From an optimization exercise on the open Yosys and OpenROAD flow, aimed at small area and a short achievable clock period; shortcuts taken in it are not production practice.
Function was not checked in any run shown here: the RTL went through the layout flow alone.
Power is estimated from default activity; no workload was simulated.

**flow/design.v**
```verilog
module matmul_fa (input logic a, input logic b, input logic c, output logic s, output logic co);
  assign s = a ^ b ^ c;
  assign co = (a & b) | (a & c) | (b & c);
endmodule
module matmul_maj (input logic a, input logic b, input logic c, output logic y);
  assign y = (a & b) | (a & c) | (b & c);
endmodule
module matmul_xor (input logic a, input logic b, output logic y);
  assign y = a ^ b;
endmodule
module matmul_xnor (input logic a, input logic b, output logic y);
  assign y = ~(a ^ b);
endmodule
module matmul_or (input logic a, input logic b, output logic y);
  assign y = a | b;
endmodule
module matmul_and (input logic a, input logic b, output logic y);
  assign y = a & b;
endmodule
module matmul_nand (input logic a, input logic b, output logic y);
  assign y = ~(a & b);
endmodule
module matmul_nor (input logic a, input logic b, output logic y);
  assign y = ~(a | b);
endmodule
module matmul_aoi (input logic a1, input logic a2, input logic b1, output logic y);
  assign y = ~((a1 & a2) | b1);
endmodule
module matmul_oai (input logic a1, input logic a2, input logic b1, output logic y);
  assign y = ~((a1 | a2) & b1);
endmodule
module matmul_dot2 (input logic [7:0] a0, input logic [7:0] b0,
                    input logic [7:0] a1, input logic [7:0] b1,
                    output logic [7:0] y);
  wire n1 = ~(a0[0] & b0[0]);
  wire n2 = ~(a1[0] & b1[0]);
  wire n3 = ~(a0[0] & b0[1]);
  wire n4 = ~(a0[1] & b0[0]);
  wire n5 = ~(a1[0] & b1[1]);
  wire n6 = ~(a1[1] & b1[0]);
  wire n7, n8;
  matmul_fa un7 (.a(n3), .b(n4), .c(n5), .s(n7), .co(n8));
  wire n9 = ~(a0[0] & b0[2]);
  wire n10 = ~(a0[1] & b0[1]);
  wire n11 = ~(a0[2] & b0[0]);
  wire n12 = ~(a1[0] & b1[2]);
  wire n13 = ~(a1[1] & b1[1]);
  wire n14 = ~(a1[2] & b1[0]);
  wire n15, n16;
  matmul_fa un15 (.a(n9), .b(n10), .c(n11), .s(n15), .co(n16));
  wire n17, n18;
  matmul_fa un17 (.a(n12), .b(n13), .c(n14), .s(n17), .co(n18));
  wire n19;
  matmul_xnor un19 (.a(n8), .b(n15), .y(n19));
  wire n20;
  matmul_or un20 (.a(n8), .b(n15), .y(n20));
  wire n21 = ~(a0[0] & b0[3]);
  wire n22 = ~(a0[1] & b0[2]);
  wire n23 = ~(a0[2] & b0[1]);
  wire n24 = ~(a0[3] & b0[0]);
  wire n25 = ~(a1[0] & b1[3]);
  wire n26 = ~(a1[1] & b1[2]);
  wire n27 = ~(a1[2] & b1[1]);
  wire n28 = ~(a1[3] & b1[0]);
  wire n29, n30;
  matmul_fa un29 (.a(n21), .b(n22), .c(n23), .s(n29), .co(n30));
  wire n31, n32;
  matmul_fa un31 (.a(n24), .b(n25), .c(n26), .s(n31), .co(n32));
  wire n33, n34;
  matmul_fa un33 (.a(n27), .b(n28), .c(n16), .s(n33), .co(n34));
  wire n35, n36;
  matmul_fa un35 (.a(n18), .b(n29), .c(n31), .s(n35), .co(n36));
  wire n37;
  matmul_xnor un37 (.a(n20), .b(n33), .y(n37));
  wire n38;
  matmul_or un38 (.a(n20), .b(n33), .y(n38));
  wire n39 = ~(a0[0] & b0[4]);
  wire n40 = ~(a0[1] & b0[3]);
  wire n41 = ~(a0[2] & b0[2]);
  wire n42 = ~(a0[3] & b0[1]);
  wire n43 = ~(a0[4] & b0[0]);
  wire n44 = ~(a1[0] & b1[4]);
  wire n45 = ~(a1[1] & b1[3]);
  wire n46 = ~(a1[2] & b1[2]);
  wire n47 = ~(a1[3] & b1[1]);
  wire n48 = ~(a1[4] & b1[0]);
  wire n49, n50;
  matmul_fa un49 (.a(n39), .b(n40), .c(n41), .s(n49), .co(n50));
  wire n51, n52;
  matmul_fa un51 (.a(n42), .b(n43), .c(n44), .s(n51), .co(n52));
  wire n53, n54;
  matmul_fa un53 (.a(n45), .b(n46), .c(n47), .s(n53), .co(n54));
  wire n55, n56;
  matmul_fa un55 (.a(n48), .b(n30), .c(n32), .s(n55), .co(n56));
  wire n57, n58;
  matmul_fa un57 (.a(n49), .b(n51), .c(n53), .s(n57), .co(n58));
  wire n59;
  matmul_xor un59 (.a(n34), .b(n55), .y(n59));
  wire n60;
  matmul_xor un60 (.a(n59), .b(n36), .y(n60));
  wire n61;
  matmul_maj un61 (.a(n34), .b(n55), .c(n36), .y(n61));
  wire n62;
  matmul_xnor un62 (.a(n57), .b(n38), .y(n62));
  wire n63;
  matmul_or un63 (.a(n57), .b(n38), .y(n63));
  wire n64 = ~(a0[0] & b0[5]);
  wire n65 = ~(a0[1] & b0[4]);
  wire n66 = ~(a0[2] & b0[3]);
  wire n67 = ~(a0[3] & b0[2]);
  wire n68 = ~(a0[4] & b0[1]);
  wire n69 = ~(a0[5] & b0[0]);
  wire n70 = ~(a1[0] & b1[5]);
  wire n71 = ~(a1[1] & b1[4]);
  wire n72 = ~(a1[2] & b1[3]);
  wire n73 = ~(a1[3] & b1[2]);
  wire n74 = ~(a1[4] & b1[1]);
  wire n75 = ~(a1[5] & b1[0]);
  wire n76, n77;
  matmul_fa un76 (.a(n64), .b(n65), .c(n66), .s(n76), .co(n77));
  wire n78, n79;
  matmul_fa un78 (.a(n67), .b(n68), .c(n69), .s(n78), .co(n79));
  wire n80, n81;
  matmul_fa un80 (.a(n70), .b(n71), .c(n72), .s(n80), .co(n81));
  wire n82, n83;
  matmul_fa un82 (.a(n73), .b(n74), .c(n75), .s(n82), .co(n83));
  wire n84, n85;
  matmul_fa un84 (.a(n50), .b(n52), .c(n54), .s(n84), .co(n85));
  wire n86, n87;
  matmul_fa un86 (.a(n76), .b(n78), .c(n80), .s(n86), .co(n87));
  wire n88;
  matmul_xor un88 (.a(n82), .b(n56), .y(n88));
  wire n89;
  matmul_xor un89 (.a(n88), .b(n58), .y(n89));
  wire n90;
  matmul_maj un90 (.a(n82), .b(n56), .c(n58), .y(n90));
  wire n91;
  matmul_xor un91 (.a(n84), .b(n86), .y(n91));
  wire n92;
  matmul_xor un92 (.a(n91), .b(n89), .y(n92));
  wire n93;
  matmul_maj un93 (.a(n84), .b(n86), .c(n89), .y(n93));
  wire n94;
  matmul_xnor un94 (.a(n61), .b(n63), .y(n94));
  wire n95;
  matmul_or un95 (.a(n61), .b(n63), .y(n95));
  wire n96 = ~(a0[0] & b0[6]);
  wire n97 = ~(a0[1] & b0[5]);
  wire n98 = ~(a0[2] & b0[4]);
  wire n99 = ~(a0[3] & b0[3]);
  wire n100 = ~(a0[4] & b0[2]);
  wire n101 = ~(a0[5] & b0[1]);
  wire n102 = ~(a0[6] & b0[0]);
  wire n103 = ~(a1[0] & b1[6]);
  wire n104 = ~(a1[1] & b1[5]);
  wire n105 = ~(a1[2] & b1[4]);
  wire n106 = ~(a1[3] & b1[3]);
  wire n107 = ~(a1[4] & b1[2]);
  wire n108 = ~(a1[5] & b1[1]);
  wire n109 = ~(a1[6] & b1[0]);
  wire n110, n111;
  matmul_fa un110 (.a(n96), .b(n97), .c(n98), .s(n110), .co(n111));
  wire n112, n113;
  matmul_fa un112 (.a(n99), .b(n100), .c(n101), .s(n112), .co(n113));
  wire n114, n115;
  matmul_fa un114 (.a(n102), .b(n103), .c(n104), .s(n114), .co(n115));
  wire n116, n117;
  matmul_fa un116 (.a(n105), .b(n106), .c(n107), .s(n116), .co(n117));
  wire n118, n119;
  matmul_fa un118 (.a(n108), .b(n109), .c(n77), .s(n118), .co(n119));
  wire n120, n121;
  matmul_fa un120 (.a(n79), .b(n81), .c(n83), .s(n120), .co(n121));
  wire n122, n123;
  matmul_fa un122 (.a(n110), .b(n112), .c(n114), .s(n122), .co(n123));
  wire n124, n125;
  matmul_fa un124 (.a(n116), .b(n85), .c(n118), .s(n124), .co(n125));
  wire n126;
  matmul_xor un126 (.a(n87), .b(n120), .y(n126));
  wire n127;
  matmul_xor un127 (.a(n126), .b(n122), .y(n127));
  wire n128;
  matmul_maj un128 (.a(n87), .b(n120), .c(n122), .y(n128));
  wire n129;
  matmul_xor un129 (.a(n90), .b(n127), .y(n129));
  wire n130;
  matmul_xor un130 (.a(n129), .b(n124), .y(n130));
  wire n131;
  matmul_maj un131 (.a(n90), .b(n127), .c(n124), .y(n131));
  wire n132;
  matmul_xnor un132 (.a(n93), .b(n95), .y(n132));
  wire n133;
  matmul_or un133 (.a(n93), .b(n95), .y(n133));
  wire n134 = ~(a0[0] & b0[7]);
  wire n135 = ~(a0[1] & b0[6]);
  wire n136 = ~(a0[2] & b0[5]);
  wire n137 = ~(a0[3] & b0[4]);
  wire n138 = ~(a0[4] & b0[3]);
  wire n139 = ~(a0[5] & b0[2]);
  wire n140 = ~(a0[6] & b0[1]);
  wire n141 = ~(a0[7] & b0[0]);
  wire n142 = ~(a1[0] & b1[7]);
  wire n143 = ~(a1[1] & b1[6]);
  wire n144 = ~(a1[2] & b1[5]);
  wire n145 = ~(a1[3] & b1[4]);
  wire n146 = ~(a1[4] & b1[3]);
  wire n147 = ~(a1[5] & b1[2]);
  wire n148 = ~(a1[6] & b1[1]);
  wire n149 = ~(a1[7] & b1[0]);
  wire n150;
  matmul_xor un150 (.a(n134), .b(n135), .y(n150));
  wire n151;
  matmul_xor un151 (.a(n136), .b(n137), .y(n151));
  wire n152;
  matmul_xor un152 (.a(n138), .b(n139), .y(n152));
  wire n153;
  matmul_xor un153 (.a(n140), .b(n141), .y(n153));
  wire n154;
  matmul_xor un154 (.a(n142), .b(n143), .y(n154));
  wire n155;
  matmul_xor un155 (.a(n144), .b(n145), .y(n155));
  wire n156;
  matmul_xor un156 (.a(n146), .b(n147), .y(n156));
  wire n157;
  matmul_xor un157 (.a(n148), .b(n149), .y(n157));
  wire n158;
  matmul_xor un158 (.a(n150), .b(n151), .y(n158));
  wire n159;
  matmul_xor un159 (.a(n152), .b(n153), .y(n159));
  wire n160;
  matmul_xor un160 (.a(n154), .b(n155), .y(n160));
  wire n161;
  matmul_xor un161 (.a(n156), .b(n157), .y(n161));
  wire n162;
  matmul_xor un162 (.a(n158), .b(n159), .y(n162));
  wire n163;
  matmul_xor un163 (.a(n160), .b(n161), .y(n163));
  wire n164;
  matmul_xor un164 (.a(n111), .b(n113), .y(n164));
  wire n165;
  matmul_xor un165 (.a(n115), .b(n117), .y(n165));
  wire n166;
  matmul_xor un166 (.a(n162), .b(n163), .y(n166));
  wire n167;
  matmul_xor un167 (.a(n164), .b(n165), .y(n167));
  wire n168;
  matmul_xor un168 (.a(n166), .b(n167), .y(n168));
  wire n169;
  matmul_xor un169 (.a(n119), .b(n121), .y(n169));
  wire n170;
  matmul_xor un170 (.a(n123), .b(n168), .y(n170));
  wire n171;
  matmul_xor un171 (.a(n169), .b(n170), .y(n171));
  wire n172;
  matmul_xor un172 (.a(n125), .b(n171), .y(n172));
  wire n173;
  matmul_xor un173 (.a(n128), .b(n172), .y(n173));
  wire n174;
  matmul_xor un174 (.a(n131), .b(n173), .y(n174));
  wire n175;
  matmul_xor un175 (.a(n133), .b(n174), .y(n175));
  wire n176;
  matmul_xor un176 (.a(n1), .b(n2), .y(n176));
  wire n177;
  matmul_or un177 (.a(n1), .b(n2), .y(n177));
  wire n178, n179;
  matmul_fa un178 (.a(n6), .b(n7), .c(n177), .s(n178), .co(n179));
  wire n180 = ~n178;
  wire n181, n182;
  matmul_fa un181 (.a(n17), .b(n19), .c(n179), .s(n181), .co(n182));
  wire n183 = ~n181;
  wire n184;
  matmul_xor un184 (.a(n35), .b(n37), .y(n184));
  wire n185;
  matmul_xor un185 (.a(n184), .b(n182), .y(n185));
  wire n186;
  matmul_maj un186 (.a(n35), .b(n37), .c(n182), .y(n186));
  wire n187 = ~n185;
  wire n188;
  matmul_xor un188 (.a(n60), .b(n62), .y(n188));
  wire n189;
  matmul_and un189 (.a(n60), .b(n62), .y(n189));
  wire n190;
  matmul_or un190 (.a(n60), .b(n62), .y(n190));
  wire n191;
  matmul_oai un191 (.a1(n189), .a2(n186), .b1(n190), .y(n191));
  wire n192;
  matmul_xnor un192 (.a(n188), .b(n186), .y(n192));
  wire n193;
  matmul_xor un193 (.a(n92), .b(n94), .y(n193));
  wire n194;
  matmul_nand un194 (.a(n92), .b(n94), .y(n194));
  wire n195;
  matmul_nor un195 (.a(n92), .b(n94), .y(n195));
  wire n196;
  matmul_aoi un196 (.a1(n194), .a2(n191), .b1(n195), .y(n196));
  wire n197;
  matmul_xor un197 (.a(n193), .b(n191), .y(n197));
  wire n198;
  matmul_xor un198 (.a(n130), .b(n132), .y(n198));
  wire n199;
  matmul_and un199 (.a(n130), .b(n132), .y(n199));
  wire n200;
  matmul_or un200 (.a(n130), .b(n132), .y(n200));
  wire n201;
  matmul_oai un201 (.a1(n199), .a2(n196), .b1(n200), .y(n201));
  wire n202;
  matmul_xnor un202 (.a(n198), .b(n196), .y(n202));
  wire n203;
  matmul_xnor un203 (.a(n175), .b(n201), .y(n203));
  assign y = {n203, n202, n197, n192, n187, n183, n180, n176};
endmodule
module matmul(A,B,y,clk);
    input logic [31:0] A;
    input logic [31:0] B;
    output logic [31:0] y;
    input logic clk;
    logic [7:0] y00, y01, y10, y11;
    matmul_dot2 u00 (.a0(A[31:24]), .b0(B[31:24]), .a1(A[23:16]), .b1(B[15:8]), .y(y00));
    matmul_dot2 u01 (.a0(A[31:24]), .b0(B[23:16]), .a1(A[23:16]), .b1(B[7:0]),  .y(y01));
    matmul_dot2 u10 (.a0(A[15:8]),  .b0(B[31:24]), .a1(A[7:0]),   .b1(B[15:8]), .y(y10));
    matmul_dot2 u11 (.a0(A[15:8]),  .b0(B[23:16]), .a1(A[7:0]),   .b1(B[7:0]),  .y(y11));
    always_ff @(posedge clk)
        y <= {y00, y01, y10, y11};
endmodule
```
**flow/flow/run.sh**
```bash
#!/bin/bash
# The standard layout (standard.sh), except that buffer_ports uses
# sky130_fd_sc_hd__buf_1 for the port buffers instead of the delay-buffer cell it picks by default.
set -e
export BUFFER_PORTS_ARGS="-buffer_cell sky130_fd_sc_hd__buf_1"
bash standard.sh  finish > standard.log 2>&1
```
**flow/constraint.sdc**
```tcl
create_clock -name core_clock -period 10.0 [get_ports {clk}]
set_input_delay 2.0000 -clock core_clock [delete_from_list [all_inputs] [get_ports {clk}]]
set_output_delay 2.0000 -clock core_clock [all_outputs]
set_load 0.01 [all_outputs]
```
**flow/config.mk**
```make
export PLATFORM = sky130hd
export DESIGN_NAME = matmul
export DESIGN_NICKNAME = matmul
export VERILOG_FILES = /design/flow/design.v
export SDC_FILE = /design/flow/constraint.sdc
export NUM_CORES = 4
export LEC_CHECK = 0
export CAP_MARGIN = 20
export CORE_MARGIN = 2
export CORE_UTILIZATION = 40
export SETUP_SLACK_MARGIN = 5
export SLEW_MARGIN = 20
export SYNTH_HIERARCHICAL = 1
export SYNTH_MINIMUM_KEEP_SIZE = 0
```
**flow/standard.sh**
```bash
#!/bin/bash
# synth_recipe.tcl (not shown) runs the flow's synth.tcl, then flattens the netlist and writes it again
# the make line also repeats each setting of config.mk as NAME=value (left out here)
make -C /OpenROAD-flow-scripts/flow DESIGN_CONFIG=/design/flow/config.mk WORK_HOME=/design/flow/orfs CLKGATE_MAP_FILE= SYNTH_SCRIPT=/design/flow/synth_recipe.tcl "${@:-finish}"
```
==> run summary, run 1 <==
deepest clock path buffer count - 2
syn avg cell area - 8.643 um2
Synth Net Count - 957
Initial Utilization - 0.4080
final setup fails - 0
Slew @ Worst Pin - 0.6239 ns
CP Cell Sequence - clkdlybuf4s18_2 > nand2_1 > fa_1 > xor2_1 > xor2_1 > xor2_1 > xor2_1 > xor2_1 > xor2_1 > xor2_1 > xor2_1 > xor2_1 > xnor2_1
antenna viol nets, final - 0
ys flop type - dfxtp_1
all-layer global routing usage - 0.1995
Synth Area in XOR/XNOR - 0.2650
max reg flops - 32
Most Frequent Cell on Critical Path - xor2_1
Die Y-Extent - 133.8 um
Hold Crit Class - in2reg
Simple-Gate Fraction of Synth Area - 0.2019
EDFF count, synth - 0
fin worst setup slack - 5.125 ns
GPL Wtd Cong - 0.8860
Num CTS Buffers - 5
first-pass GRT wire length - 27870 um
CTS tree - yes
largest register by flop count - y
register bit total from synthesis - 32
Max-slew headroom - 0.5840
iteration-0 DRC count of the detailed router - 375
Compound-Gate Fraction of Synth Area - 0.01114
commonest cells in the netlist - nand2_1 (292), xor2_1 (172), fa_1 (112)
Setup TNS - 0 ns
clk sinks - 32
RSZ-0062 raised after global routing - yes
CTS root buf - clkbuf_16
PortBufs - 96
final net count - 1013
Syn Inst Count - 780
post-route minimum period - 4.875 ns
Leakage - 2.697 nW
antenna violations before repair - 0
diode count - 0
clock-pin slew on the worst setup and hold paths - 0.05 ns
main combinational cell family by area after synthesis - adder cells
largest cells by area after synthesis - fa_1 (33%), xor2_1 (22%), nand2_1 (16%)
Synth-to-Final Area Change - 7.888%
IR drop worst, VDD - 94.06 uV
Detail Placement HPWL - 13030 um
Routed WL per cell - 16.68 um
ratio of cells with drive above 1 in the final layout - 0.07885
mux contribution to synthesized area - 0
Core Rows - 47
post-CTS setup buffer count - 0
CP peak stage delay - 0.46 ns
largest registers - y (32)
largest net degree at the start of global routing - 17
Distinct cells, synth - 14
Achievable Freq - 205.1 MHz
hold buffers post-CTS - 0
Post-synth ARST share - 0
Final Hold Vio Count - 0
DIE AREA - 17910 um2
crit path max-delay cell type - clkdlybuf4s18_2
top cell type by total area after synthesis - fa_1
status - complete, no violations
Routed WL - 17630 um
H-tree depth - 2
crit-path leading delay family - XOR/XNOR gates
CP Max Fanout - 16
max cap viols - 0
sequential area share after synthesis - 0.09503
WP data required - 10.21 ns
post-synthesis adder-cell area fraction - 0.3727
Mapped Area - 6741 um2
vias per inst - 4.946
Worst EP arrival - 5.08 ns
GRT overflow - 0
via count - 5228
most numerous cell in the Yosys netlist - nand2_1
setup slack after placement - 4.569 ns
vias in the first global route - 5310
Die X - 133.8 um
YS warnings - 7
Power Density - 196.5 nW/um2
DRC - 0
sum of buffers and inverters on the critical path - 1
Worst Setup End Kind - flip-flop
share of the synthesized area in the top cell type - 0.3326
core box area - 16520 um2
post-route clock period utilization - 0.4875
TritonRoute pass-1 iters - 5
CP startpoint kind - primary input
I/O Pins - 97
Setup Crit Path Kind - in2reg
Slew Viols, Final - 0
[worst min-delay path, stage by stage]
cell and delay (ns):
buf_2 0.24, nand2_1 0.15, xor2_1 0.07
[per-module statistics from Yosys, one instance, submodules excluded]
module	cells inside	flip-flops and latches
matmul	32	32
matmul_and	1	0
matmul_aoi	1	0
matmul_dot2	87	0
matmul_fa	1	0
matmul_maj	1	0
matmul_nand	1	0
matmul_nor	1	0
matmul_oai	1	0
matmul_or	1	0
matmul_xnor	1	0
matmul_xor	1	0
[repair_timing]
item,CTS,global route
pin swaps,0,0
gates cloned,0,0
gates resized for setup,13,33
setup endpoints to repair,5,8
[stage by stage]
step	cells	power, W	utilization	hold WS, ns	instance area, um2
6_report	1057	0.001429	0.4401	2.236	7273
5_1_grt	1057	0.001569	0.4401	2.252	7273
4_1_cts	1057	0.001445	0.4392	2.230	7257
3_5_place_dp	1049	0.001291	0.4275	2.389	7064
3_3_place_gp	1049	0.001274	0.4275	2.387	7064
2_1_floorplan	780	0.001326	-	2.304	6741
[where the power goes]
group | switching (W) | total [W] | internal [W] | leakage [nW]
registers | 0.0000136 | 0.000213 | 0.000199 | 0.270
clock network | 0.0000499 | 0.000149 | 0.0000989 | 0.0712
logic | 0.000582 | 0.00107 | 0.000485 | 2.36
total | 0.000645 | 0.00143 | 0.000784 | 2.70
[kinds of logic (layout without fill, tap and decap cells)]
group	after synthesis	in the layout
AOI/OAI and AO/OA	12	12
xor gates and xnor gates	204	204
adders and majority gates	136	136
buffers and inverters	60	117
DFF	32	32
and+or+nand+nor	336	336
[cell usage in the layout (no fill, tap or decap), types with 12 or more instances in the layout]
cell and n:
xnor2_1 32, maj3_2 24, xor2_1 172, dfxtp_1 32, nand2_1 292, buf_1 65, or2_1 32, clkbuf_2 24
fa_1 112, inv_1 12
[final timing paths]
kind	start	to	slack [ns]	cells past startpoint
worst max-delay path	B[16]	y[23]$_DFF_P_	5.13	13
worst min-delay path	B[24]	y[24]$_DFF_P_	2.24	3
[final cells by class]
cell class                      instances  area [um2]
Sequential cell                        32       640.6
Inverter                               12       45.04
Clock buffer                            8       146.4
Multi-Input combinational cell        688        5736
Tap cell                              220       275.3
Fill cell                            1657        9251
Timing Repair Buffer                   97       430.4
[per-layer routing]
layer | wire (um) | up-vias | track usage
met1 | 7984 | 2534 | 0.2895
met2 | 7943 | 236 | 0.3125
met4 | 210 | 0 | 0.05319
li1 | - | 2439 | -
met5 | 0 | - | 0
met3 | 1487 | 19 | 0.02910
==> run 2, diff against run 1 <==
--- a/flow/flow/run.sh
+++ b/flow/flow/run.sh
@@ -4,3 +4,3 @@
 set -e
 export BUFFER_PORTS_ARGS="-buffer_cell sky130_fd_sc_hd__buf_1"
-bash standard.sh  finish > standard.log 2>&1
+bash standard.sh SETUP_SLACK_MARGIN=5.4 finish > standard.log 2>&1
--- a/flow/config.mk
+++ b/flow/config.mk
@@ -9,5 +9,4 @@
 export CORE_MARGIN = 2
 export CORE_UTILIZATION = 40
-export SETUP_SLACK_MARGIN = 5
 export SLEW_MARGIN = 20
 export SYNTH_HIERARCHICAL = 1
==> run 2 against run 1 <==
Against the previous run: sequential share of layout area down 0.35 points; die area unchanged; cell count up 0.66%; clock-buffer cell count down 2; routed wire length up 2.4%; worst setup slack better by 0.40 ns; core utilization up 1.8 points; cell area up 4.2%; combinational power about the same; critical path type unchanged; critical endpoint unchanged; highest routed layer unchanged.
==> run summary, run 2 <==
Distinct cells, synth - 14
final core utilization - 0.4586
antenna viol nets, final - 0
Setup Crit Path Kind - in2reg
Die Y-Extent - 133.8 um
Power Density - 193.4 nW/um2
PortBufs - 96
DIE AREA - 17910 um2
CTS root buf - clkbuf_16
Die X - 133.8 um
Synth Net Count - 957
Syn Inst Count - 780
Synth-to-Final Area Change - 12.42%
Slew Viols, Final - 0
CP startpoint kind - primary input
CP Max Fanout - 14
Worst Setup End Kind - flip-flop
Max-slew headroom - 0.7784
clk sinks - 32
CP Launch Point - B[17]
all-layer global routing usage - 0.2047
I/O Pins - 97
vias in the first global route - 5419
sequential area share after synthesis - 0.09503
final net count - 1020
WP data required - 10.19 ns
GRT overflow - 0
clock-pin slew on the worst setup and hold paths - 0.06 ns
diode count - 0
most numerous cell in the Yosys netlist - nand2_1
Setup TNS - 0 ns
register bit total from synthesis - 32
first-pass GRT wire length - 28540 um
iteration-0 DRC count of the detailed router - 263
DRC - 0
Hold WS - 2.071 ns
fin worst setup slack - 5.521 ns
total chip power - 0.001466 W
status - complete, no violations
largest net degree at the start of global routing - 17
Core Rows - 47
Post-synth ARST share - 0
Hold Crit Class - in2reg
antenna violations before repair - 0
EDFF count, synth - 0
Routed WL per cell - 16.96 um
syn avg cell area - 8.643 um2
Worst EP arrival - 4.67 ns
YS warnings - 7
setup slack after placement - 4.686 ns
TritonRoute pass-1 iters - 5
commonest cells in the netlist - nand2_1 (292), xor2_1 (172), fa_1 (112)
Num CTS Buffers - 5
RSZ-0062 raised after global routing - yes
ys flop type - dfxtp_1
Mapped Area - 6741 um2
GPL Wtd Cong - 0.8579
Slew @ Worst Pin - 0.3313 ns
Detail Placement HPWL - 13790 um
post-route clock period utilization - 0.4479
largest register by flop count - y
Routed WL - 18050 um
core box area - 16520 um2
max cap viols - 0
vias per inst - 5.013
hold buffers post-CTS - 0
Initial Utilization - 0.4080
top cell type by total area after synthesis - fa_1
Leakage - 2.880 nW
commonest non-fill, non-tap cell in the layout - nand2_1
post-route minimum period - 4.479 ns
largest cells by area after synthesis - fa_1 (33%), xor2_1 (22%), nand2_1 (16%)
deepest clock path buffer count - 2
CTS tree - yes
Final Hold Vio Count - 0
final setup fails - 0
via count - 5334
highest-count cells in the layout ignoring fill and taps - nand2_1 (290), xor2_1 (169), fa_1 (107)
Achievable Freq - 223.2 MHz
IR drop worst, VDD - 80.32 uV
ratio of cells with drive above 1 in the final layout - 0.1386
max reg flops - 32
hold path startpoint - A[0]
share of the synthesized area in the top cell type - 0.3326
largest registers - y (32)
H-tree depth - 2
## run 2: Yosys stat by module, one instance, submodules excluded, a selection
| module | cells inside | cell area [um2] | flops+latches | copies in the design |
|---|---|---|---|---|
| matmul_fa | 1 | 20.02 | 0 | 112 |
| matmul | 32 | 640.6 | 32 | 1 |
| matmul_nor | 1 | 3.754 | 0 | 4 |
| matmul_dot2 | 87 | 361.6 | 0 | 4 |
| matmul_xnor | 1 | 8.758 | 0 | 32 |
| matmul_aoi | 1 | 8.758 | 0 | 4 |
| matmul_oai | 1 | 5.005 | 0 | 8 |
| matmul_maj | 1 | 11.26 | 0 | 24 |
| matmul_nand | 1 | 3.754 | 0 | 4 |
| matmul_or | 1 | 6.256 | 0 | 32 |
| matmul_and | 1 | 6.256 | 0 | 8 |
## run 2: per-stage QoR
stage / instances / area [um2]
global placement: 1050 / 7127
floorplan: 780 / 6797
finish: 1064 / 7579
CTS: 1058 / 7318
detailed placement: 1050 / 7127
global route: 1064 / 7579
## run 2: repair_timing
item | in CTS | in global routing
setup buffers | 0 | 5
gates resized for setup | 52 | 106
pin swaps | 0 | 38
endpoints found under the setup margin | 12 | 8
cloned | 0 | 1
## run 2: cell families (layout without fill, tap and decap cells)
family / after synthesis / after routing / share of synthesized area
AND/OR/NAND/NOR: 336 / 336 / 0.2019
XOR/XNOR: 204 / 204 / 0.2650
adder cells (fa/ha/maj): 136 / 136 / 0.3727
buffers and inverters: 60 / 124 / 0.05419
flip-flops: 32 / 32 / 0.09503
AO/OA/AOI/OAI: 12 / 12 / 0.01114
## run 2: worst paths after layout
check / end / slack [ns] / depth (start not counted)
max: y[23]$_DFF_P_ / 5.52 / 10
min: y[8]$_DFF_P_ / 2.07 / 3
## run 2: cell type report
type,count,area [um2]
fill,1658,8946
multi-input combinational,688,5828
sequential,32,640.6
timing repair buffer,104,640.6
tap,220,275.3
clock buffer,6,138.9
inverter,12,45.04
clock inverter,2,10.01
## run 2: metal layers
layer	wire, um	up-vias	GRT usage	part of all wire
li1	-	2452	-	-
met5	0	-	0	0
met2	9135	187	0.3573	0.51
met3	1062	16	0.02986	0.059
met4	235	0	0.05260	0.013
met1	7615	2679	0.2670	0.42
## run 2: where the power goes
group          internal [W]  leakage [nW]  switching (W)
logic              0.000507          2.53       0.000582
registers          0.000199         0.270      0.0000170
clock network     0.0000982        0.0766      0.0000620
total              0.000805          2.88       0.000661
## run 2: critical path, stage by stage
cell and delay, ns:
clkbuf_4 0.24, nand2_1 0.11, fa_1 0.51, fa_1 0.42
fa_1 0.43, maj3_2 0.36, o21ai_2 0.20, a21oi_2 0.10
o21ai_1 0.20, xnor2_1 0.09
==> run 3, diff against run 2 <==
==> flow/flow/run.sh (replaced) <==
#!/bin/bash
# The standard layout (standard.sh), except that buffer_ports uses
# sky130_fd_sc_hd__buf_2 for the port buffers instead of the delay-buffer cell it picks by default.
set -e
export BUFFER_PORTS_ARGS="-buffer_cell sky130_fd_sc_hd__buf_2"
bash standard.sh  finish > standard.log 2>&1
==> run 3 against run 2 <==
Against the previous run: still clean; cell area fell by 3.3%; sequential share of layout area is 0.29 points higher; sequential power down 2%; combinational power barely moved; worst setup slack worse by 0.23 ns; synthesized area did not move; global-route usage is 0.33 points lower; hold slack improved by 0.13 ns; sequential cell count is the same; clock-buffer cell count is 1 higher; routed wire length fell by 3.3%; critical path type unchanged; largest cell class unchanged; highest routed layer unchanged.
==> run summary, run 3 <==
CTS tree - yes
Worst EP arrival - 4.87 ns
Post-synth ARST share - 0
Hold Crit Class - in2reg
commonest cells in the netlist - nand2_1 (292), xor2_1 (172), fa_1 (112)
met3 routed WL - 1226 um
YS warnings - 7
Final Hold Vio Count - 0
Initial Utilization - 0.4080
post-CTS setup buffer count - 0
Achievable Freq - 212.5 MHz
status - complete, no violations
Slew @ Worst Pin - 0.4044 ns
max reg flops - 32
Distinct cells, synth - 14
highest-count cells in the layout ignoring fill and taps - nand2_1 (292), xor2_1 (172), fa_1 (112)
Core Rows - 47
first-pass GRT wire length - 28380 um
post-route clock period utilization - 0.4706
Setup TNS - 0 ns
GPL Wtd Cong - 0.8742
Simple-Gate Fraction of Synth Area - 0.2019
core box area - 16520 um2
hold buffers post-CTS - 0
final net count - 1012
largest cells by area after synthesis - fa_1 (33%), xor2_1 (22%), nand2_1 (16%)
mux contribution to synthesized area - 0
WL met2 - 7700 um
CTS root buf - clkbuf_16
fill count - 1672
Synth-to-Final Area Change - 8.723%
CP startpoint kind - primary input
ys flop type - dfxtp_1
max cap viols - 0
highest routing layer actually used - met4
share of the synthesized area in the top cell type - 0.3326
clk sinks - 32
most numerous cell in the Yosys netlist - nand2_1
Die X - 133.8 um
Inst Count DP - 1048
diode count - 0
met1 wire length - 8331 um
deepest clock path buffer count - 2
all-layer global routing usage - 0.2014
post-CTS resize count - 0
Hold WS - 2.199 ns
Detail Placement HPWL - 13080 um
Reg area - 640.6 um2
top cell type by total area after synthesis - fa_1
Hold Path End - y[0]$_DFF_P_
commonest non-fill, non-tap cell in the layout - nand2_1
Synth Area in XOR/XNOR - 0.2650
Routed WL - 17460 um
EDFF count, synth - 0
Max-slew headroom - 0.7304
DRC - 0
Leakage - 2.869 nW
Mapped Area - 6741 um2
I/O Pins - 97
Compound-Gate Fraction of Synth Area - 0.01114
Setup Crit Path Kind - in2reg
largest registers - y (32)
sequential area share after synthesis - 0.09503
vias in the first global route - 5347
iteration-0 DRC count of the detailed router - 358
post-synthesis adder-cell area fraction - 0.3727
largest net degree at the start of global routing - 17
clock-pin slew on the worst setup and hold paths - 0.05 ns
PortBufs - 96
post-route minimum period - 4.706 ns
Area after DPL - 7177 um2
ratio of cells with drive above 1 in the final layout - 0.1569
Finished Cell Area - 7330 um2
area of the multi-input gates - 5736 um2
H-tree depth - 2
Die Y-Extent - 133.8 um
Num CTS Buffers - 5
main combinational cell family by area after synthesis - adder cells
GRT overflow - 0
antenna violations before repair - 0
TritonRoute pass-1 iters - 5
antenna viol nets, final - 0
register bit total from synthesis - 32
Slew Viols, Final - 0
hold path startpoint - A[0]
syn avg cell area - 8.643 um2
RSZ-0062 raised after global routing - no
Power Density - 197.6 nW/um2
vias per inst - 4.901
Worst Setup End Kind - flip-flop
via count - 5171
Syn Inst Count - 780
Synth Net Count - 957
IR drop worst, VDD - 91.71 uV
hold path depth - 3
CP Max Fanout - 16
Routed WL per cell - 16.55 um
total chip power - 0.001448 W
DIE AREA - 17910 um2
non-filler cells, final - 1055
largest register by flop count - y
WP data required - 10.16 ns
final setup fails - 0
## run 3: cell counts after synthesis
Identical to the previous run, type by type.
## run 3: per-module statistics from Yosys, one instance, submodules excluded
module,flops+latches,cells inside,times used,cell area [um2]
matmul_nor,0,1,4,3.754
matmul_xor,0,1,172,8.758
matmul,32,32,1,640.6
matmul_aoi,0,1,4,8.758
matmul_oai,0,1,8,5.005
matmul_nand,0,1,4,3.754
matmul_xnor,0,1,32,8.758
matmul_maj,0,1,24,11.26
matmul_dot2,0,87,4,361.6
matmul_and,0,1,8,6.256
matmul_fa,0,1,112,20.02
matmul_or,0,1,32,6.256
## run 3: worst max-delay path by stage
stage / startpoint / cells past startpoint / slack (ns) / to
finish: A[8] / 10 / 5.29 / y[15]$_DFF_P_
CTS: A[8] / 10 / 5.33 / y[15]$_DFF_P_
global placement: A[8] / 10 / 5.08 / y[15]$_DFF_P_
global route: A[24] / 10 / 5.10 / y[22]$_DFF_P_
detailed placement: A[8] / 10 / 5.04 / y[15]$_DFF_P_
floorplan: A[8] / 12 / 5.36 / y[15]$_DFF_P_
## run 3: critical path: stages
cell,delay [ns]
buf_2,0.33
nand2_1,0.16
fa_1,0.52
fa_1,0.42
fa_1,0.42
maj3_2,0.34
o21ai_1,0.25
a21oi_2,0.11
o21ai_1,0.21
xnor2_1,0.10
## run 3: power breakdown
| group | internal (W) | switching, W |
|---|---|---|
| registers | 0.000199 | 0.0000126 |
| clock network | 0.000104 | 0.0000518 |
| logic | 0.000501 | 0.000579 |
## run 3: area by class of cell
| type | instances | share of cell area |
|---|---|---|
| Clock buffer | 7 | 0.02083 |
| Inverter | 12 | 0.006145 |
| Multi-Input combinational cell | 688 | 0.7825 |
| Sequential cell | 32 | 0.08740 |
| Tap cell | 220 | 0.03756 |
| Timing Repair Buffer | 96 | 0.06555 |
## run 3: logic make-up (layout without fill, tap and decap cells)
family / Yosys count / after routing
AND/OR/NAND/NOR: 336 / 336
flip-flops: 32 / 32
adder cells (fa/ha/maj): 136 / 136
AO/OA/AOI/OAI: 12 / 12
XOR/XNOR: 204 / 204
buffers and inverters: 60 / 115
## run 3: metrics by stage
step                        util  setup slack [ns]
after floorplan                -             5.359
after global placement    0.4343             5.077
after detailed placement  0.4343             5.041
after CTS                 0.4436             5.328
after global routing      0.4436             5.099
final                     0.4436             5.294
## run 3: per-layer routing
metal	track usage	vias to the layer above
li1	-	2434
met1	0.3078	2520
met2	0.3063	201
met3	0.02381	16
met4	0.04433	0
met5	0	-
==> run 4, diff against run 3 <==
==> flow/flow/run.sh (replaced) <==
#!/bin/bash
# The standard layout (standard.sh) with two changes to the port buffers:
# buffer_ports uses sky130_fd_sc_hd__buf_2 for them instead of the delay-buffer cell it picks by
# default, and after global placement flow/outbuf.tcl sets the output ports'
# buffers to buf_1 (they only drive the pin load).
set -e
export BUFFER_PORTS_ARGS="-buffer_cell sky130_fd_sc_hd__buf_2"
export POST_GLOBAL_PLACE_TCL="$(pwd)/flow/outbuf.tcl"
bash standard.sh  finish > standard.log 2>&1
==> flow/flow/outbuf.tcl (new file) <==
# Output ports only drive their pin load: their port buffers get the smallest
# buffer cell (the input ports keep the cell buffer_ports used).
set outbuf sky130_fd_sc_hd__buf_1
set n 0
foreach port [all_outputs] {
  set net [get_nets [get_full_name $port]]
  foreach pin [get_pins -of_objects $net -filter "direction == output"] {
    set inst [get_cells -of_objects $pin]
    set cell [get_property [get_property $inst liberty_cell] name]
    if {[string match "sky130_fd_sc_hd__buf_*" $cell] && $cell ne $outbuf} {
      replace_cell $inst $outbuf
      incr n
    }
  }
}
puts "outbuf.tcl: $n output port buffers set to $outbuf"
==> run 4 against run 3 <==
Against the previous run: first-iteration DRC count down 16%; non-clock buffer count stayed put; highest routed layer unchanged; critical endpoint is now y[23]$_DFF_P_; still clean; clock power barely moved.
==> run summary, run 4 <==
Distinct cells, synth - 14
H-tree depth - 2
share of the synthesized area in the top cell type - 0.3326
Worst Setup End Kind - flip-flop
max reg flops - 32
mux contribution to synthesized area - 0
Simple-Gate Fraction of Synth Area - 0.2019
hold path depth - 3
Hold WS - 2.195 ns
total chip power - 0.001440 W
Core Rows - 47
Routed WL per cell - 16.58 um
Final Hold Vio Count - 0
main combinational cell family by area after synthesis - adder cells
CP startpoint kind - primary input
clk sinks - 32
deepest clock path buffer count - 2
Achievable Freq - 212.8 MHz
post-CTS setup buffer count - 0
DRC - 0
max cap viols - 0
Post-synth ARST share - 0
sum of buffers and inverters on the critical path - 1
PortBufs - 96
Finished Cell Area - 7289 um2
vias in the first global route - 5338
CP Max Fanout - 16
hold path startpoint - A[16]
CP peak stage delay - 0.48 ns
CTS tree - yes
commonest non-fill, non-tap cell in the layout - nand2_1
final net count - 1012
via count - 5195
post-route clock period utilization - 0.4699
status - complete, no violations
Num CTS Buffers - 5
Leakage - 2.779 nW
EDFF count, synth - 0
syn avg cell area - 8.643 um2
post-CTS resize count - 0
Die X - 133.8 um
clock-pin slew on the worst setup and hold paths - 0.05 ns
Synth Area in XOR/XNOR - 0.2650
CP Cell Sequence - buf_2 > nand2_1 > fa_1 > fa_1 > or2_1 > or2_1 > or2_1 > xnor2_1 > and2_1 > o21ai_1 > xnor2_1
top cell type by total area after synthesis - fa_1
most numerous cell in the Yosys netlist - nand2_1
RSZ-0062 raised after global routing - no
Compound-Gate Fraction of Synth Area - 0.01114
sequential area share after synthesis - 0.09503
Detail Placement HPWL - 13090 um
post-route minimum period - 4.699 ns
GRT overflow - 0
IR drop worst, VDD - 94.86 uV
Worst EP arrival - 4.86 ns
Hold Crit Class - in2reg
I/O Pins - 97
core box area - 16520 um2
Setup Crit Path Kind - in2reg
final core utilization - 0.4411
Syn Inst Count - 780
register bit total from synthesis - 32
largest registers - y (32)
antenna viol nets, final - 0
crit path max-delay cell type - fa_1
largest cells by area after synthesis - fa_1 (33%), xor2_1 (22%), nand2_1 (16%)
Die Y-Extent - 133.8 um
ratio of cells with drive above 1 in the final layout - 0.1186
Most Frequent Cell on Critical Path - or2_1
Synth Net Count - 957
WP data required - 10.16 ns
Slew Viols, Final - 0
all-layer global routing usage - 0.2021
hold buffers post-CTS - 0
CTS root buf - clkbuf_16
crit-path leading delay family - simple AND/OR/NAND/NOR gates
Max-slew headroom - 0.7326
Power Density - 197.5 nW/um2
Setup TNS - 0 ns
commonest cells in the netlist - nand2_1 (292), xor2_1 (172), fa_1 (112)
Synth-to-Final Area Change - 8.129%
highest-count cells in the layout ignoring fill and taps - nand2_1 (292), xor2_1 (172), fa_1 (112)
largest net degree at the start of global routing - 17
Initial Utilization - 0.4080
ys flop type - dfxtp_1
first-pass GRT wire length - 28520 um
post-synthesis adder-cell area fraction - 0.3727
Area after DPL - 7137 um2
Hold Path End - y[24]$_DFF_P_
largest register by flop count - y
fill count - 1672
TritonRoute pass-1 iters - 5
final setup fails - 0
Slew @ Worst Pin - 0.4012 ns
vias per inst - 4.924
iteration-0 DRC count of the detailed router - 301
YS warnings - 7
diode count - 0
Mapped Area - 6741 um2
antenna violations before repair - 0
Routed WL - 17490 um
DIE AREA - 17910 um2
run 4: changes by cell type in the layout (fill, tap and decap cells not counted):
| cell | change |
|---|---|
| buf_1 | +32 |
| buf_2 | -32 |
run 4: cell type report:
class	instances	area, um2	share of cell area
tap	220	275.3	0.03776
timing repair buffer	96	440.4	0.06042
multi-input combinational	688	5736	0.7868
inverter	12	45.04	0.006179
sequential	32	640.6	0.08788
clock buffer	7	152.6	0.02094
run 4: cell families (layout without fill, tap and decap cells):
kind of cell | after synthesis | count (layout)
fa+ha+maj | 136 | 136
compound gates | 12 | 12
xor+xnor | 204 | 204
flops | 32 | 32
buf+inv | 60 | 115
simple gates | 336 | 336
run 4: Yosys stat by module (local to each module, per instance):
module / cells inside / flops+latches / copies in the design
matmul_oai: 1 / 0 / 8
matmul_xor: 1 / 0 / 172
matmul_fa: 1 / 0 / 112
matmul_nand: 1 / 0 / 4
matmul_aoi: 1 / 0 / 4
matmul_dot2: 87 / 0 / 4
matmul_nor: 1 / 0 / 4
matmul_xnor: 1 / 0 / 32
matmul: 32 / 32 / 1
matmul_and: 1 / 0 / 8
matmul_or: 1 / 0 / 32
matmul_maj: 1 / 0 / 24
run 4: report_power, final:
part           switching [W]  leakage (nW)  total, W  internal [W]
clock network      0.0000520        0.0760  0.000156      0.000104
registers          0.0000142         0.270  0.000214      0.000199
logic               0.000583          2.43   0.00107      0.000487
run 4: tightest hold or removal path, stage by stage:
cell and delay (ns):
buf_2 0.22, nand2_1 0.13, xor2_1 0.07
run 4: worst max-delay path by stage:
stage	slack, ns	endpoint	start	depth (start not counted)
after floorplan	5.36	y[15]$_DFF_P_	A[8]	12
after global placement	5.08	y[15]$_DFF_P_	A[8]	10
after detailed placement	5.04	y[15]$_DFF_P_	A[8]	10
after CTS	5.32	y[15]$_DFF_P_	A[8]	10
after global routing	5.08	y[22]$_DFF_P_	A[24]	10
final	5.30	y[23]$_DFF_P_	A[24]	11
run 4: stage by stage:
step	std cells	setup WS (ns)
after global placement	1048	5.077
after detailed placement	1048	5.040
after CTS	1055	5.323
final	1055	5.301
after global routing	1055	5.078
after floorplan	780	5.359
run 4: layer usage:
metal,share of wire,track usage
met5,0,0
met4,0.015,0.04787
met3,0.069,0.01965
met2,0.44,0.3060
met1,0.48,0.3114
==> run 5, diff against run 4 <==
==> flow/flow/run.sh (replaced) <==
#!/bin/bash
# The standard layout (standard.sh) with two changes to the port buffers:
# buffer_ports uses sky130_fd_sc_hd__buf_4 for them instead of the delay-buffer cell it picks by
# default, and after global placement flow/outbuf.tcl sets the output ports'
# buffers to buf_1 (they only drive the pin load).
set -e
export BUFFER_PORTS_ARGS="-buffer_cell sky130_fd_sc_hd__buf_4"
export POST_GLOBAL_PLACE_TCL="$(pwd)/flow/outbuf.tcl"
bash standard.sh  finish > standard.log 2>&1
==> run 5 against run 4 <==
Against the previous run: largest power group unchanged; non-clock buffer count did not move; routed wire length rose by 0.95%; first-iteration DRC count fell by 0.33%; global-route usage fell by 0.20 points; cell area rose by 2.2%; cell count did not move; largest cell class unchanged; combinational power barely moved; sequential power barely moved; sequential share of layout area fell by 0.19 points; clock power barely moved; synthesized cell count did not move; maximum frequency rose by 4.0%.
==> run summary, run 5 <==
Hold WS - 2.134 ns
ratio of cells with drive above 1 in the final layout - 0.1186
CTS root buf - clkbuf_16
Detail Placement HPWL - 13170 um
Power Density - 193.8 nW/um2
Die X - 133.8 um
YS warnings - 7
non-filler cells, final - 1055
syn avg cell area - 8.643 um2
Achievable Freq - 221.3 MHz
post-route minimum period - 4.519 ns
highest-count cells in the layout ignoring fill and taps - nand2_1 (292), xor2_1 (172), fa_1 (112)
DRC - 0
DIE AREA - 17910 um2
fill count - 1663
fin worst setup slack - 5.481 ns
largest net degree at the start of global routing - 17
post-CTS resize count - 0
all-layer global routing usage - 0.2001
top cell type by total area after synthesis - fa_1
Inst Count DP - 1048
Initial Utilization - 0.4080
Reg area - 640.6 um2
Post-synth ARST share - 0
final net count - 1012
Slew Viols, Final - 0
PortBufs - 96
Most Frequent Cell on Critical Path - or2_1
most numerous cell in the Yosys netlist - nand2_1
EDFF count, synth - 0
commonest cells in the netlist - nand2_1 (292), xor2_1 (172), fa_1 (112)
deepest clock path buffer count - 2
TritonRoute pass-1 iters - 5
iteration-0 DRC count of the detailed router - 300
CP Cell Sequence - buf_4 > nand2_1 > fa_1 > fa_1 > or2_1 > or2_1 > or2_1 > xnor2_1 > and2_1 > o21ai_1 > xnor2_1
sequential share of power - 0.148
Distinct cells, synth - 14
status - complete, no violations
Comb power frac - 0.743
antenna violations before repair - 0
first-pass GRT wire length - 28100 um
Slew @ Worst Pin - 0.3134 ns
Die Y-Extent - 133.8 um
Setup TNS - 0 ns
Max-slew headroom - 0.7904
commonest non-fill, non-tap cell in the layout - nand2_1
via count - 5201
area of the multi-input gates - 5736 um2
RSZ-0062 raised after global routing - no
max cap viols - 0
vias per inst - 4.930
Synth Net Count - 957
CP startpoint kind - primary input
crit-path leading delay family - simple AND/OR/NAND/NOR gates
clk sinks - 32
max reg flops - 32
hold buffers post-CTS - 0
P_int - 0.0007985 W
antenna viol nets, final - 0
final core utilization - 0.4508
GRT overflow - 0
post-CTS setup buffer count - 0
CP peak stage delay - 0.48 ns
CP Max Fanout - 16
diode count - 0
clock share of power - 0.108
Leakage - 2.835 nW
largest cells by area after synthesis - fa_1 (33%), xor2_1 (22%), nand2_1 (16%)
IR drop worst, VDD - 76.70 uV
Num CTS Buffers - 5
ys flop type - dfxtp_1
sequential area share after synthesis - 0.09503
Hold Crit Class - in2reg
CTS tree - yes
largest registers - y (32)
final setup fails - 0
Routed WL - 17660 um
Worst Setup End Kind - flip-flop
Hold Path End - y[0]$_DFF_P_
core box area - 16520 um2
clock-pin slew on the worst setup and hold paths - 0.06 ns
register bit total from synthesis - 32
Final Hold Vio Count - 0
hold path startpoint - A[0]
WP data required - 10.17 ns
I/O Pins - 97
Core Rows - 47
largest register by flop count - y
Mapped Area - 6741 um2
vias in the first global route - 5247
hold path depth - 3
share of the synthesized area in the top cell type - 0.3326
setup slack after placement - 5.199 ns
Routed WL per cell - 16.74 um
Sw Pwr - 0.0006449 W
crit path max-delay cell type - fa_1
H-tree depth - 2
Setup Crit Path Kind - in2reg
sum of buffers and inverters on the critical path - 1
Synth-to-Final Area Change - 10.50%
Syn Inst Count - 780
Worst EP arrival - 4.68 ns
switching part of the total power - 0.4468
post-route clock period utilization - 0.4519
[run 5: cells by family after synthesis]
logic type               after synthesis  share of synthesized area
flip-flops                            32                    0.09503
AND/OR/NAND/NOR                      336                     0.2019
buffers and inverters                 60                    0.05419
AO/OA/AOI/OAI                         12                    0.01114
adder cells (fa/ha/maj)              136                     0.3727
XOR/XNOR                             204                     0.2650
[run 5: worst max-delay path by stage]
stage / start / endpoint / slack [ns] / depth (start not counted)
detailed placement: A[8] / y[7]$_DFF_P_ / 5.20 / 10
CTS: A[8] / y[7]$_DFF_P_ / 5.49 / 10
finish: A[24] / y[23]$_DFF_P_ / 5.48 / 11
floorplan: A[8] / y[15]$_DFF_P_ / 5.36 / 12
global route: B[8] / y[31]$_DFF_P_ / 5.28 / 14
global placement: A[8] / y[7]$_DFF_P_ / 5.20 / 10
[run 5: per-stage QoR]
stage | cell area (um2) | total power, W
CTS | 7450 | 0.001460
global placement | 7417 | 0.001328
finish | 7450 | 0.001443
detailed placement | 7297 | 0.001299
global route | 7450 | 0.001590
floorplan | 6741 | 0.001326
[run 5: area by class of cell]
type / count / share of cell area
clock buffers: 7 / 0.02049
flip-flops and latches: 32 / 0.08599
repair buffers: 96 / 0.08062
multi-input cells: 688 / 0.7699
inverters: 12 / 0.006046
well taps: 220 / 0.03695
[run 5: power groups by stage]
stage | logic [W] | registers (W) | clock network, W
detailed placement | 0.00108 | 0.000218 | 0
global placement | 0.00111 | 0.000220 | 0
finish | 0.00107 | 0.000214 | 0.000156
global route | 0.00120 | 0.000220 | 0.000166
CTS | 0.00108 | 0.000215 | 0.000161
floorplan | 0.00108 | 0.000247 | 0
[run 5: per-module statistics from Yosys (local to each module, per instance), excerpt]
module / area (um2) / cells inside
matmul: 640.6 / 32
matmul_aoi: 8.758 / 1
matmul_dot2: 361.6 / 87
matmul_fa: 20.02 / 1
matmul_nor: 3.754 / 1
matmul_or: 6.256 / 1
matmul_xor: 8.758 / 1
[run 5: per-layer routing]
| metal | wire length [um] | GRT usage |
|---|---|---|
| met5 | 0 | 0 |
| met4 | 160 | 0.03783 |
| met3 | 1264 | 0.02910 |
| met2 | 7824 | 0.3074 |
| met1 | 8406 | 0.3021 |

[port drivers added, routing unchanged]
The results above use ideal ports. As a check the final layouts listed here were re-extracted and re-timed, cells and wires unchanged.
Step 1, drivers: a clkbuf_16 drives clk and a buf_2 each remaining input, both assumed.
Step 2 moves the port delays by t, midway between the first and last clock arrival at a register: inputs arrive t later, outputs are due t later. That takes back most of the time a late clock gives input paths.
Slacks: no drivers / after step 1 / after step 2; pairs: no drivers / after step 1.
run	t (ns)	setup WS [ns]	hold slack, ns	worst slew at a driven data input, ns
run 1	0.308	5.125 / 5.127 / 4.818	2.236 / 2.232 / 2.402	0.04
run 2	0.331	5.521 / 5.537 / 5.206	2.071 / 2.067 / 2.397	0.05
run 3	0.310	5.294 / 5.307 / 4.997	2.199 / 2.191 / 2.410	0.05
run 4	0.309	5.301 / 5.318 / 5.009	2.195 / 2.185 / 2.399	0.04
run 5	0.310	5.481 / 5.492 / 5.181	2.134 / 2.117 / 2.400	0.05
After both steps setup and hold are still met in every run listed. The setup slack of run 2, which loses most, moves by +0.016 ns with the drivers and by -0.315 ns with both steps.
